This is an optimization exercise on Yosys and OpenROAD, whose aim is small area, not a production implementation. Only simulation tests tie the RTL to the original design; equivalence was not proved. Power figures rest on the tool's default switching activity, not on a simulated workload.

==> flow/design.v <==
`timescale 1ns / 1ps
module controller (
    input     [31:0] IR,                 
    input            Overflow_out,       
    output           Jump,               
    output           Extend_sel,         
    output           Rd_addr_sel,        
    output           Rt_addr_sel,        
    output reg       ALU_Shift_sel,      
    output           Shift_amount_sel,   
    output     [1:0] B_in_sel,           
    output reg [3:0] ALU_op,             
    output reg [1:0] Shift_op,           
    output reg [2:0] condition,          
    output     [3:0] Rd_byte_w_en,       
    output           Rd_in_sel,           
    output           mem_w_en
);
wire [5:0] Op = IR[31:26];     
wire [5:0] Func = IR[5:0];   
parameter ALU   = 6'b000000;   
parameter BLG   = 6'b000001;   
parameter BEQ   = 6'b000100;   
parameter BNE   = 6'b000101;   
parameter BLE   = 6'b000110;   
parameter BGT   = 6'b000111;
parameter JMP   = 6'b000010;
parameter ADDI  = 6'b001000;   
parameter ADDIU = 6'b001001;   
parameter SLTI  = 6'b001010;   
parameter SLTIU = 6'b001011;   
parameter ANDI  = 6'b001100;   
parameter ORI   = 6'b001101;   
parameter XORI  = 6'b001110;   
parameter LUI   = 6'b001111;
parameter CLZ   = 6'b011100;   
parameter SE    = 6'b011111;   
parameter LW    = 6'b100011;
parameter SW    = 6'b101011;
parameter FUNC_ADD   = 6'b100000;
parameter FUNC_ADDU  = 6'b100001;
parameter FUNC_SUB   = 6'b100010;
parameter FUNC_SUBU  = 6'b100011;
parameter FUNC_AND   = 6'b100100;
parameter FUNC_OR    = 6'b100101;
parameter FUNC_XOR   = 6'b100110;
parameter FUNC_NOR   = 6'b100111;
parameter FUNC_SLT   = 6'b101010;
parameter FUNC_SLTU  = 6'b101011;
parameter FUNC_TLT   = 6'b110010;
parameter FUNC_TLTU  = 6'b110011;
parameter FUNC_CLZ   = 6'b100000;
parameter FUNC_CLO   = 6'b100001;
parameter FUNC_SEB   = 6'b100000;
parameter FUNC_SEH   = 6'b100000;
parameter FUNC_SLL   = 6'b000000;
parameter FUNC_SLLV  = 6'b000100;
parameter FUNC_SRA   = 6'b000011;
parameter FUNC_SRAV  = 6'b000111;
parameter FUNC_SRL   = 6'b000010;   
parameter FUNC_SRLV  = 6'b000110;   
parameter FUNC_ROTR  = 6'b000010;   
parameter FUNC_ROTRV = 6'b000110;   
wire [1:0] Rd_byte_en_sel;
assign Rd_byte_en_sel[1] = ((Op == ALU) && {Func[5:2], Func[0]})   
                           || (Op == LW)
                           || (Op == ADDI);   
assign Rd_byte_en_sel[0] = (Op[5:2] == 4'b0001)   
                           || (Op == BLG)         
                           || (Op == SW)
                           || (Op == JMP);        
assign Rd_byte_w_en = {4{Rd_byte_en_sel[1] & Overflow_out}}   
                    | {4{!Rd_byte_en_sel[1] & Rd_byte_en_sel[0]}};   
always @(Op, IR) begin
    case (Op)
    BLG: condition = {!IR[16], 1'b1, IR[16]};   
    BNE: condition = 3'b010;                    
    BEQ: condition = 3'b001;                    
    BLE: condition = 3'b101;                    
    BGT: condition = 3'b100;                    
    default: condition = 3'b000;                
    endcase
end
wire is_arith = !(|Op);
wire [5:0] arith_op_masked = is_arith ? Func : Op;
always @(arith_op_masked, IR[21], IR[6]) begin
    case (arith_op_masked)
    FUNC_SLL : Shift_op = 2'b00;
    FUNC_SLLV: Shift_op = 2'b00;
    FUNC_SRA : Shift_op = 2'b10;
    FUNC_SRAV: Shift_op = 2'b10;
    FUNC_SRL : Shift_op = {IR[21], 1'b1};   
    FUNC_SRLV: Shift_op = {IR[6],  1'b1};   
    default: Shift_op = 6'bxxxxxx;
    endcase
end
always @(*) begin
    case (arith_op_masked)
    FUNC_ADD:  ALU_op = 4'b1110;   
    FUNC_ADDU: ALU_op = 4'b0000;   
    FUNC_SUB:  ALU_op = 4'b1111;   
    FUNC_SUBU: ALU_op = (Op == LW) ? 4'b0000 : 4'b0001;   
    FUNC_AND:  ALU_op = 4'b0100;   
    FUNC_OR:   ALU_op = 4'b0110;   
    FUNC_XOR:  ALU_op = 4'b1001;   
    FUNC_NOR:  ALU_op = 4'b1000;   
    FUNC_SLT:  ALU_op = 4'b0101;   
    FUNC_SLTU: ALU_op = (Op == SW) ? 4'b0000 : 4'b0111;   
    FUNC_TLT:  ALU_op = 4'b0001;   
    FUNC_TLTU: ALU_op = 4'b0001;   
    BLG:       ALU_op = 4'b0001;   
    BEQ:       ALU_op = 4'b0001;   
    BNE:       ALU_op = 4'b0001;   
    BGT:       ALU_op = 4'b0001;   
    BLE:       ALU_op = 4'b0001;   
    ADDI:      ALU_op = 4'b1110;   
    ADDIU:     ALU_op = 4'b0000;   
    SLTI:      ALU_op = 4'b0101;   
    SLTIU:     ALU_op = 4'b0111;   
    ANDI:      ALU_op = 4'b0100;   
    ORI:       ALU_op = 4'b0110;   
    XORI:      ALU_op = 4'b1001;   
    LUI:       ALU_op = 4'b0000;   
    CLZ:       ALU_op = {3'b001, Func[0]};   
    SE:        ALU_op = {3'b101, IR[9]};     
    default:   ALU_op = 4'b0000;
    endcase
end
wire is_lui = &Op[2:0];   
assign B_in_sel = (Op == SW || Op == LW) ? 2'b01 :
                  (Op[5:3] != 3'b001) ? 2'b00 :   
                  (is_lui) ? 2'b10 :              
                  2'b01;                          
assign Shift_amount_sel = Func[2];
wire is_mem = Op == LW || Op == SW;
wire is_shift = !(|Func[5:3]);
wire is_arith_i = Op[5:3] == 3'b001;
wire is_alu = is_arith || is_arith_i || Op == CLZ || Op == SE || is_mem;
always @(*) begin
    case ({is_alu, is_shift & !is_arith_i & !is_mem})
    2'b00: ALU_Shift_sel = 1'bx;
    2'b01: ALU_Shift_sel = 1'bx;
    2'b10: ALU_Shift_sel = 1'b0;
    2'b11: ALU_Shift_sel = 1'b1;
    default: ALU_Shift_sel = 1'bx;
    endcase
end
assign Rt_addr_sel = (Op == BLG);   
assign Rd_addr_sel = (Op[4] || !Op[3]) && !is_mem;
assign Extend_sel = (Op[5:2] == 4'b0010) ||  
                    (Op[5:3] == 3'b001)  ||  
                    (Op == BLG)          ||  
                    (Op == SW)           ||  
                    (Op == LW);              
assign Jump = (Op[5:1] == 5'b00001);
assign Rd_in_sel = (Op == LW);
assign mem_w_en = (Op == SW);
endmodule
`timescale 1ns / 1ps
module mips32_adder #(parameter DATAWIDTH = 32) (
    input [DATAWIDTH - 1:0] A_in,
    input [DATAWIDTH - 1:0] B_in,
    input Cin,
    output Zero,
    output Carry,
    output Overflow,
    output Negative,
    output [DATAWIDTH - 1:0] O_out
);
reg [DATAWIDTH:0] result;
always @(A_in or B_in or Cin) begin
    result = {1'b0, A_in} + {1'b0, B_in} + Cin;
end
assign O_out = result[DATAWIDTH - 1:0];
assign Zero = ~(|O_out);
assign Carry = result[DATAWIDTH];
assign Overflow = ((~A_in[DATAWIDTH - 1]) & (~B_in[DATAWIDTH - 1]) & O_out[DATAWIDTH - 1])
                | (A_in[DATAWIDTH - 1] & B_in[DATAWIDTH - 1] & (~O_out[DATAWIDTH - 1]));
assign Negative = O_out[DATAWIDTH - 1];
endmodule
`timescale 1ns / 1ps
module clz #(parameter DATAWIDTH = 32, WIDTH = $clog2(DATAWIDTH)) (
    input [DATAWIDTH - 1:0] in,
    output [DATAWIDTH - 1:0] cnt
);
wire [WIDTH:0] count;
wire [DATAWIDTH - 1:0] x [WIDTH - 1:0];
wire [DATAWIDTH - 1:0] n [WIDTH - 1:0];
genvar i;
generate
    for (i = 0; i < WIDTH; i = i + 1) begin
        if (i == WIDTH - 1) begin
            assign x[i] = in[DATAWIDTH - 1 : 2**i];
            assign count[i] = (x[i] == 0);
            assign n[i-1] = (x[i] == 0) ? in[2**i - 1 : 0] : x[i]; 
        end
        else if (i == 0) begin
            assign x[i] = n[i][2**(i+1) - 1 : 2**i];
            assign count[i] = (x[i] == 0);
        end
        else begin
            assign x[i] = n[i][2**(i+1) - 1 : 2**i];
            assign count[i] = (x[i] == 0);
            assign n[i - 1] = (x[i] == 0) ? n[i][2**i - 1 : 0] : x[i];
        end
    end
endgenerate
assign count[WIDTH] = 1'b0;
assign cnt = (in == 0) ? 6'd32 : count;
endmodule
`timescale 1ns / 1ps
module mips32_alu_ctrl (
    input [3:0] ALU_op,
    output [2:0] ALU_ctr
);
assign ALU_ctr[2] = (!ALU_op[3] & !ALU_op[1]) | (!ALU_op[3] & ALU_op[2] & ALU_op[0]) | (ALU_op[3] & ALU_op[1]);
assign ALU_ctr[1] = (!ALU_op[3] & !ALU_op[2] & !ALU_op[1]) | (ALU_op[3] & !ALU_op[2] & !ALU_op[0]) | (ALU_op[2] & ALU_op[1] & !ALU_op[0]) | (ALU_op[3] & ALU_op[1]);
assign ALU_ctr[0] = (!ALU_op[2] & !ALU_op[1]) | (!ALU_op[3] & ALU_op[2] & ALU_op[0]) | (ALU_op[3] & ALU_op[2] & ALU_op[1]);
endmodule
`timescale 1ns / 1ps
module mips32_alu #(parameter DATAWIDTH = 32, SEB = 0, SEH = 1, WIDTH = $clog2(DATAWIDTH)) (
    input [3:0] ALU_op,
    input [DATAWIDTH - 1:0] A_in,
    input [DATAWIDTH - 1:0] B_in,
    output Zero,
    output Less,
    output Overflow_out,
    output reg [DATAWIDTH - 1:0] ALU_out
);
wire Negative, Overflow, Carry;
wire [DATAWIDTH - 1:0] Adder_out;
mips32_adder adder (
    .A_in(A_in),
    .B_in(B_in ^ {DATAWIDTH{ALU_op[0]}}),
    .Cin(ALU_op[0]),
    .Zero(Zero),
    .Negative(Negative),
    .Overflow(Overflow),
    .Carry(Carry),
    .O_out(Adder_out)
);
assign Overflow_out = &{ALU_op[3:1], Overflow};
wire less_out, less_sw;
assign less_sw = ~ALU_op[3] & ALU_op[2] & ALU_op[1] & ALU_op[0];
assign Less = less_sw ? ~Carry : (Overflow ^ Negative);
assign less_out = Less ? 32'd1 : 32'd0;
reg [DATAWIDTH - 1:0] sign_extend;
always @(ALU_op or B_in) begin
    case (ALU_op[0])
    SEB: sign_extend = {{(DATAWIDTH - DATAWIDTH / 4){B_in[DATAWIDTH / 4 - 1]}}, B_in[DATAWIDTH / 4 - 1:0]};
    SEH: sign_extend = {{(DATAWIDTH - DATAWIDTH / 2){B_in[DATAWIDTH / 2 - 1]}}, B_in[DATAWIDTH / 2 - 1:0]}; 
    endcase
end
wire [DATAWIDTH - 1:0] and_out, or_out, xor_out, nor_out;
assign and_out = A_in & B_in;
assign or_out = A_in | B_in;
assign xor_out = A_in ^ B_in;
assign nor_out = ~or_out;
wire [DATAWIDTH - 1:0] cntlz;
clz z0 (
    .in(A_in ^ {DATAWIDTH{ALU_op[0]}}),
    .cnt(cntlz)
);
wire [2:0] ALU_ctr;
mips32_alu_ctrl c0 (
    .ALU_op(ALU_op),
    .ALU_ctr(ALU_ctr)
);
always @(ALU_ctr or cntlz or and_out or or_out or xor_out or nor_out or Adder_out or sign_extend or less_out) begin
    case (ALU_ctr)
       3'd0: ALU_out = cntlz;
       3'd1: ALU_out = xor_out;
       3'd2: ALU_out = or_out;
       3'd3: ALU_out = nor_out;
       3'd4: ALU_out = and_out;
       3'd5: ALU_out = less_out;
       3'd6: ALU_out = sign_extend;
       3'd7: ALU_out = Adder_out;
    endcase
end
endmodule
`timescale 1ns / 1ps
module mips32_shift_mux #(parameter DATAWIDTH = 32) (
    input [1:0] switch,
    input [DATAWIDTH - 1:0] shift0,
    input [DATAWIDTH - 1:0] shift1,
    input [DATAWIDTH - 1:0] shift2,
    input [DATAWIDTH - 1:0] shift3,
    output reg [DATAWIDTH - 1:0] shift_out
);
always @(switch or shift0 or shift1 or shift2 or shift3)
begin
    case (switch)
        4'b00: 
            begin
                shift_out = shift0;
            end
        4'b01:
            begin
                shift_out = shift1;
            end
        4'b10:
            begin
                shift_out = shift2;
            end
        4'b11:
            begin
                shift_out = shift3;
            end
    endcase
end
endmodule
`timescale 1ns / 1ps
module mips32_shift (
    input [31:0] shift_in,
    input [4:0] shift_amount,
    input [1:0] shift_op,
    output [31:0] shift_out
);
wire [1:0] s [4:0];
wire [1:0] op;
wire [31:0] temp_result [5:0];
assign op = {shift_op[0] || shift_op[1], shift_op[0] ^~ shift_op[1]};
assign s[0]  = {op & {2{shift_amount[0]}}};
assign s[1]  = {op & {2{shift_amount[1]}}};
assign s[2]  = {op & {2{shift_amount[2]}}};
assign s[3]  = {op & {2{shift_amount[3]}}};
assign s[4] = {op & {2{shift_amount[4]}}};
reg sign;
always @(shift_op or shift_in)
begin
    case (shift_op)
        2'b10: sign = shift_in[31];
        default: sign = 1'b0;
    endcase
end
assign temp_result[0] = shift_in;
genvar i;
generate
    for (i = 0; i < 5; i = i + 1) begin
        mips32_shift_mux inst (
            .switch(s[i]),
            .shift0(temp_result[i]),
            .shift1({temp_result[i][32 - 1 - 2**i : 0], {2**i{1'b0}}}),
            .shift2({{2**i{sign}}, temp_result[i][32 - 1 : 2**i]}),
            .shift3({temp_result[i][2**i - 1 : 0], temp_result[i][32 - 1 : 2**i]}),
            .shift_out(temp_result[i + 1])
        );
    end
endgenerate
assign shift_out = temp_result[5];
endmodule
`timescale 1ns / 1ps
module register_mips32
#(parameter DATA_WIDTH=32, parameter ADDR_WIDTH=5)
(
    input [(ADDR_WIDTH-1):0] Rs_addr, Rt_addr, Rd_addr,
    input [(DATA_WIDTH-1):0] Rd_in,
    input [3:0] Rd_Byte_w_en,
    input clk,
    output [(DATA_WIDTH-1):0] Rs_out, Rt_out
);
    reg [DATA_WIDTH-1:0] register[2**ADDR_WIDTH-1:0];
    always @ (posedge clk) begin
        if (Rd_addr != 0) begin
            if (Rd_Byte_w_en[3] == 0) register[Rd_addr][31:24] <= Rd_in[31:24];
            if (Rd_Byte_w_en[2] == 0) register[Rd_addr][23:16] <= Rd_in[23:16];
            if (Rd_Byte_w_en[1] == 0) register[Rd_addr][15:8] <= Rd_in[15:8];
            if (Rd_Byte_w_en[0] == 0) register[Rd_addr][7:0] <= Rd_in[7:0];
        end
    end
    assign Rs_out = (Rs_addr == 0) ? {DATA_WIDTH{1'b0}} : register[Rs_addr];
    assign Rt_out = (Rt_addr == 0) ? {DATA_WIDTH{1'b0}} : register[Rt_addr];
endmodule
`timescale 1ns / 1ps
module misp_cpu_top (
    input clk,
    input reset,
    output [31:0] outp,
    output [31:0] pc_p,
    input  [31:0] instr,
    output [31:0] dmem_addr,
    output [31:0] dmem_wdata,
    output        dmem_we,
    input  [31:0] dmem_rdata
);
reg [31:0] PC;   
wire [31:0] PC_in;
always @(posedge clk or posedge reset)
    if (reset == 1)
        PC <= 32'd0;
    else
        PC <= PC_in;
assign pc_p = PC;
wire [31:0] IR = instr;    
wire [4:0] Rd_instr = IR[15:11];
wire [4:0] Rt_instr = IR[20:16];
wire [4:0] Rs_instr = IR[25:21];
wire Jump, Extend_sel, Rd_addr_sel, Rt_addr_sel, ALU_Shift_sel, Shift_amount_sel, Rd_in_sel, mem_w_en;
wire [1:0] B_in_sel, Shift_op;
wire [2:0] condition;
wire [3:0] ALU_op, Rd_byte_w_en;
wire Overflow_out;   
controller ctrl (
    .IR(IR),                               
    .Overflow_out(Overflow_out),           
    .Jump(Jump),                           
    .Extend_sel(Extend_sel),               
    .Rd_addr_sel(Rd_addr_sel),             
    .Rt_addr_sel(Rt_addr_sel),             
    .ALU_Shift_sel(ALU_Shift_sel),         
    .Shift_amount_sel(Shift_amount_sel),   
    .B_in_sel(B_in_sel),                   
    .ALU_op(ALU_op),                       
    .Shift_op(Shift_op),                   
    .condition(condition),                 
    .Rd_byte_w_en(Rd_byte_w_en),           
    .Rd_in_sel(Rd_in_sel),
    .mem_w_en(mem_w_en)
);
wire [4:0] Rt_real, Rd_real;
assign Rt_real = Rt_addr_sel ? 5'd0       
                             : Rt_instr;
assign Rd_real = Rd_addr_sel ? Rd_instr
                             : Rt_instr;  
wire [31:0] ALU_Shift_out,   
            Rs_out,
            Rt_out,
            mem_out,
            Rd_in;
assign Rd_in = Rd_in_sel ? mem_out : ALU_Shift_out;
register_mips32 regfile (
    .Rs_addr(Rs_instr),
    .Rt_addr(Rt_real),
    .Rd_addr(Rd_real),
    .Rd_in(Rd_in),   
    .Rd_Byte_w_en(Rd_byte_w_en),
    .clk(clk),
    .Rs_out(Rs_out),
    .Rt_out(Rt_out)
);
wire [31:0] Ex_offset = Extend_sel ? {{16{IR[15]}}, IR[15:0]}  
                                   : {16'd0, IR[15:0]};
wire [31:0] Imm_ex = {IR[15:0], 16'd0};   
reg [31:0] B_in;   
always @(B_in_sel, Rt_out, Ex_offset, Imm_ex) begin: select_b_in
    case (B_in_sel)
    2'd0: B_in = Rt_out;
    2'd1: B_in = Ex_offset;
    2'd2: B_in = Imm_ex;
    default: B_in = 32'dx;
    endcase
end
wire Less, Zero;
wire [31:0] ALU_out;
mips32_alu alu (
    .ALU_op(ALU_op),
    .A_in(Rs_out),
    .B_in(B_in),
    .Zero(Zero),
    .Less(Less),
    .Overflow_out(Overflow_out),
    .ALU_out(ALU_out)
);
wire [31:0] Shift_out;
wire [4:0] Shift_amount = Shift_amount_sel ? Rs_out[4:0]   
                                                          : IR[10:6];     
mips32_shift shifter (
    .shift_in(Rt_out),
    .shift_amount(Shift_amount),
    .shift_op(Shift_op),
    .shift_out(Shift_out)
);
assign ALU_Shift_out = ALU_Shift_sel ? Shift_out : ALU_out;   
reg cond_en;
always @(condition, Less, Zero) begin: select_condition
    case (condition)
    3'd0: cond_en = 1'b0;             
    3'd1: cond_en = Zero;             
    3'd2: cond_en = !Zero;            
    3'd3: cond_en = !Less;            
    3'd4: cond_en = !(Less || Zero);  
    3'd5: cond_en = Less || Zero;     
    3'd6: cond_en = Less;             
    3'd7: cond_en = 1'b1;             
    default: cond_en = 1'bx;
    endcase
end
wire [31:0] PC_normal = PC + 4;
wire [31:0] PC_branch = PC_normal + {Ex_offset[29:0], 2'd0};
wire [31:0] PC_jmp = {PC[31:28], IR[25:0], 2'd0};
assign PC_in = Jump ? PC_jmp                 
                    : cond_en ? PC_branch    
                              : PC_normal;   
assign outp = ALU_Shift_out;
assign dmem_addr = ALU_out;
assign dmem_wdata = Rt_out;
assign dmem_we = mem_w_en;
assign mem_out = dmem_rdata;
endmodule
==> flow/config.mk <==
export PLATFORM = sky130hd
export DESIGN_NAME = misp_cpu_top
export DESIGN_NICKNAME = misp_cpu_top
export VERILOG_FILES = /design/flow/design.v
export SDC_FILE = /design/flow/constraint.sdc
export NUM_CORES = 8
export LEC_CHECK = 0
export CAP_MARGIN = 20
export CORE_MARGIN = 2
export CORE_UTILIZATION = 40
export SETUP_SLACK_MARGIN = 0.3
export SLEW_MARGIN = 20
==> flow/run.sh <==
#!/bin/bash
# synth_recipe.tcl (not shown) runs the flow's synth.tcl, then flattens the netlist and writes it again
# the make line also repeats each setting of config.mk as NAME=value (left out here)
make -C /OpenROAD-flow-scripts/flow DESIGN_CONFIG=/design/flow/config.mk WORK_HOME=/design/flow/orfs CLKGATE_MAP_FILE= SYNTH_SCRIPT=/design/flow/synth_recipe.tcl finish
==> flow/constraint.sdc <==
create_clock -name core_clock -period 11.0 [get_ports {clk}]
set_input_delay 2.2000 -clock core_clock [delete_from_list [all_inputs] [get_ports {clk}]]
set_output_delay 2.2000 -clock core_clock [all_outputs]
set_load 0.01 [all_outputs]
==> results.txt <==
worst max-delay path, stage by stage:
cell and delay, ns:
clkdlybuf4s50_1 0.47, nor2b_4 0.17, buf_12 0.16, a21oi_4 0.21, buf_12 0.25, buf_16 0.25, o22ai_1 0.11, mux4_2 0.58
o32ai_4 0.19, buf_12 0.16, a22oi_2 0.07, xnor2_1 0.16, ha_1 0.30, a21o_1 0.22, nand3_1 0.09, nand2_1 0.08
or3_4 0.36, o221a_2 0.32, buf_4 0.16, o211a_1 0.22, o21a_1 0.23, o311ai_2 0.40, buf_4 0.21, o32a_1 0.21
clkdlybuf4s50_1 0.58
area by class of cell:
cell class	count	area [um2]	share of cell area, %
tap	2058	2570	3.23
antenna	6	15.0	0.0189
inverter	162	608	0.764
clock inverter	81	913	1.15
multi-input combinational	3426	30000	37.7
clock buffer	129	2870	3.60
sequential	1053	31500	39.5
timing repair buffer	1162	11200	14.0
worst paths after layout:
path                                              startpoint                  to  cells past startpoint
min reg2reg                               PC[31]$_DFFE_PP0N_  PC[31]$_DFFE_PP0N_                      1
min                                       PC[31]$_DFFE_PP0N_  PC[31]$_DFFE_PP0N_                      1
min in group asynchronous                              reset     PC[8]$_DFF_PP0_                      3
max in group asynchronous                              reset    PC[20]$_DFF_PP0_                      3
max                                                instr[26]            outp[17]                     25
max reg2reg                regfile.register[11][1]$_DFFE_PP_     PC[2]$_DFF_PP0_                     39
flip-flops by register name (all words and copies together), names as in the netlist:
name              count
regfile.register   1023
PC                   30
cells by family after synthesis:
group	after synthesis	share of synthesized area, %
simple gates	1129	8.19
buf+inv	556	3.75
compound gates	1359	15.2
other cells	1	0.00600
xor+xnor	101	1.42
flops	1053	50.4
mux	673	18.4
fa+ha+maj	131	2.66
timing repair:
action | in CTS | in global routing
buffers inserted | 34 | 27
hold buffers | 0 | 0
pin swaps | 33 | 71
gates resized for setup | 90 | 107
endpoints found under the setup margin | 62 | 67
cloned | 2 | 2
stage by stage:
step | total power [mW] | instances | cell area (um2)
after CTS | 14.7 | 8041 | 79000
after floorplan | 7.98 | 5035 | 62600
after detailed placement | 10.8 | 7795 | 74500
after global placement | 10.7 | 7795 | 74500
after global routing | 15.4 | 8071 | 79600
final | 14.9 | 8077 | 79600
metal layers:
layer | wire (um) | vias up
met4 | 21000 | 4
met3 | 30800 | 895
met2 | 123000 | 3688
met5 | 31 | -
li1 | - | 21800
met1 | 101000 | 26500
where the power goes:
group | internal (mW) | leakage [nW] | switching (mW) | total, mW
Sequential | 5.29 | 9.59 | 0.147 | 5.44
Combinational | 2.19 | 17.6 | 3.37 | 5.56
Clock | 2.21 | 1.82 | 1.70 | 3.91
Total | 9.69 | 29.0 | 5.22 | 14.9
synthesized netlist by cell type, drive strengths merged (45+ instances only):
| library cell | instances | area (um2) |
|---|---|---|
| nand2 | 413 | 1550 |
| a221oi | 71 | 622 |
| a211oi | 89 | 673 |
| edfxtp | 1023 | 30700 |
| o22ai | 81 | 507 |
| mux2 | 67 | 758 |
| o211ai | 99 | 743 |
| clkbuf | 222 | 833 |
| buf | 172 | 898 |
| a2bb2oi | 79 | 692 |
| o21ai | 209 | 1060 |
| a31oi | 45 | 282 |
| nand3 | 83 | 415 |
| nor2b | 45 | 282 |
| ha | 128 | 1600 |
| nor2 | 326 | 1230 |
| inv | 161 | 604 |
| nor3 | 71 | 360 |
| mux4 | 368 | 8330 |
| o221ai | 68 | 596 |
| a21oi | 282 | 1420 |
| xnor2 | 82 | 718 |
| mux2i | 238 | 2380 |
==> flow_summary.yaml <==
final_layout:
  final_common_cell: "edfxtp_1"
  layout.nets: 6114
  layout_common_cells: "1023 x edfxtp_1, 803 x buf_4, 409 x nand2_1"
  nFillCells: 13400
  drive_above_1_share_pct: 30.2
  final_core_util_pct: 51.1
  syn2layout_area_growth_pct: 27.5
route:
  ant_nets: 0
  vias: 52900
  drc: 0
  drt-initial-drc-count: 6987
  wirelength_mm: 276
  wl_per_cell_um: 34.1
  vias_per_cell: 6.55
  first_pass_iters: 9
floorplan:
  pin_count: 195
  core_um2: 156000
  initial_core_util_pct: 40.1
  dieArea_um2: 159000
  chipHeight_um: 399
  die-width_um: 399
  rows: 145
cts:
  cts_tree: "yes"
  cts.sinks: 1053
  cts_max_path_buffers: 3
  cts_buffers: 112
  clk_latency_ns: 0.77
  cts.clk_slew.worst_paths_ns: 0.06
  htreeDepth: 3
  cts-root-buf: "clkbuf_16"
critical_path:
  path_max_fanout: 37
  setup.worst_path.start_class: "primary input"
  rrSetupSlack_ns: 2.72
  crit_arrival_ns: 8.42
  crit_path_end_kind: "output port"
  critPathRequiredTime_ns: 8.80
  crit_type: "in -> out"
timing:
  slew_headroom_pct: 24.0
  timing_max_transition_violations_final: 0
  fmax_mhz: 94.1
  tightestPinTransition_ns: 1.12
  fin_ws_ns: 0.376
  setup_violations: 0
  min_period_ns: 10.62
  whs_ns: 0.481
  post-route-period-util_pct: 96.6
  finClkSkew_ns: 0.0798
  hold_viol: 0
  fin_setup_tns_ns: 0
  rsz0062_at_grt: "yes"
global_route:
  globalRoute.busiestLayer: "met2"
  grt_use_total_pct: 33.9
  grt_pass1_vias: 51000
  met1_usage_pct: 42.7
  grt_overflow: 0
  antenna_found_initial: 5
  grt_pass1_wl_mm: 383
  use_met2_pct: 52.3
  use_met3_pct: 8.10
  grt_max_degree: 73
pwr:
  p_leak_nw: 29.0
  peakVddDrop_mv: 0.145
  p_per_area_nw_per_um2: 187
yosys:
  ys_seq_area_share_pct: 50.4
  synth_warnings: 8
  synth-edff-count: 1023
  avgSynthCellArea_um2: 12.5
  synthArstFlopShare_pct: 2.85
  ys_ff_latch: 1053
  netlist_area_um2: 62400
  synth.distinct_cells: 97
  synth_ff_type: "edfxtp_1"
  postSynthCellCount: 5003
place:
  dpl.hpwl_mm: 200
  pre_cts_slack_ns: -0.976
  portBuffers: 192
  place.gp.congestion: 1.02
min_path:
  hold_path.class: "reg -> reg"
run_status:
  status: "complete, no violations"
job:
  drv_cap: 0

==> what the ideal ports hide <==
In the flow no input, the clock included, has a driving cell. The finished layout below was timed again as built, in two steps.
Step 1: set_driving_cell puts a clkbuf_16 on clk and a buf_2 on each other input, an assumption about the parent block.
Step 2 adds t to the input delays and takes it off the output delays; t is the mean of the earliest and latest rising clock arrival at the registers after step 1. Input paths then give back, and output paths get back, about the clock's delay inside the block.
a / b / c = no drivers / after step 1 / after step 2; a / b = the first two.
shift t [ns]: 0.819
setup slack, ns: 0.376 / 0.348 / -0.068
cell pins on the clock port's net: 1
With both steps, setup timing fails in this run, where it was met with ideal ports. For this run, drivers alone change the setup slack by -0.028 ns; drivers and shift together by -0.444 ns.
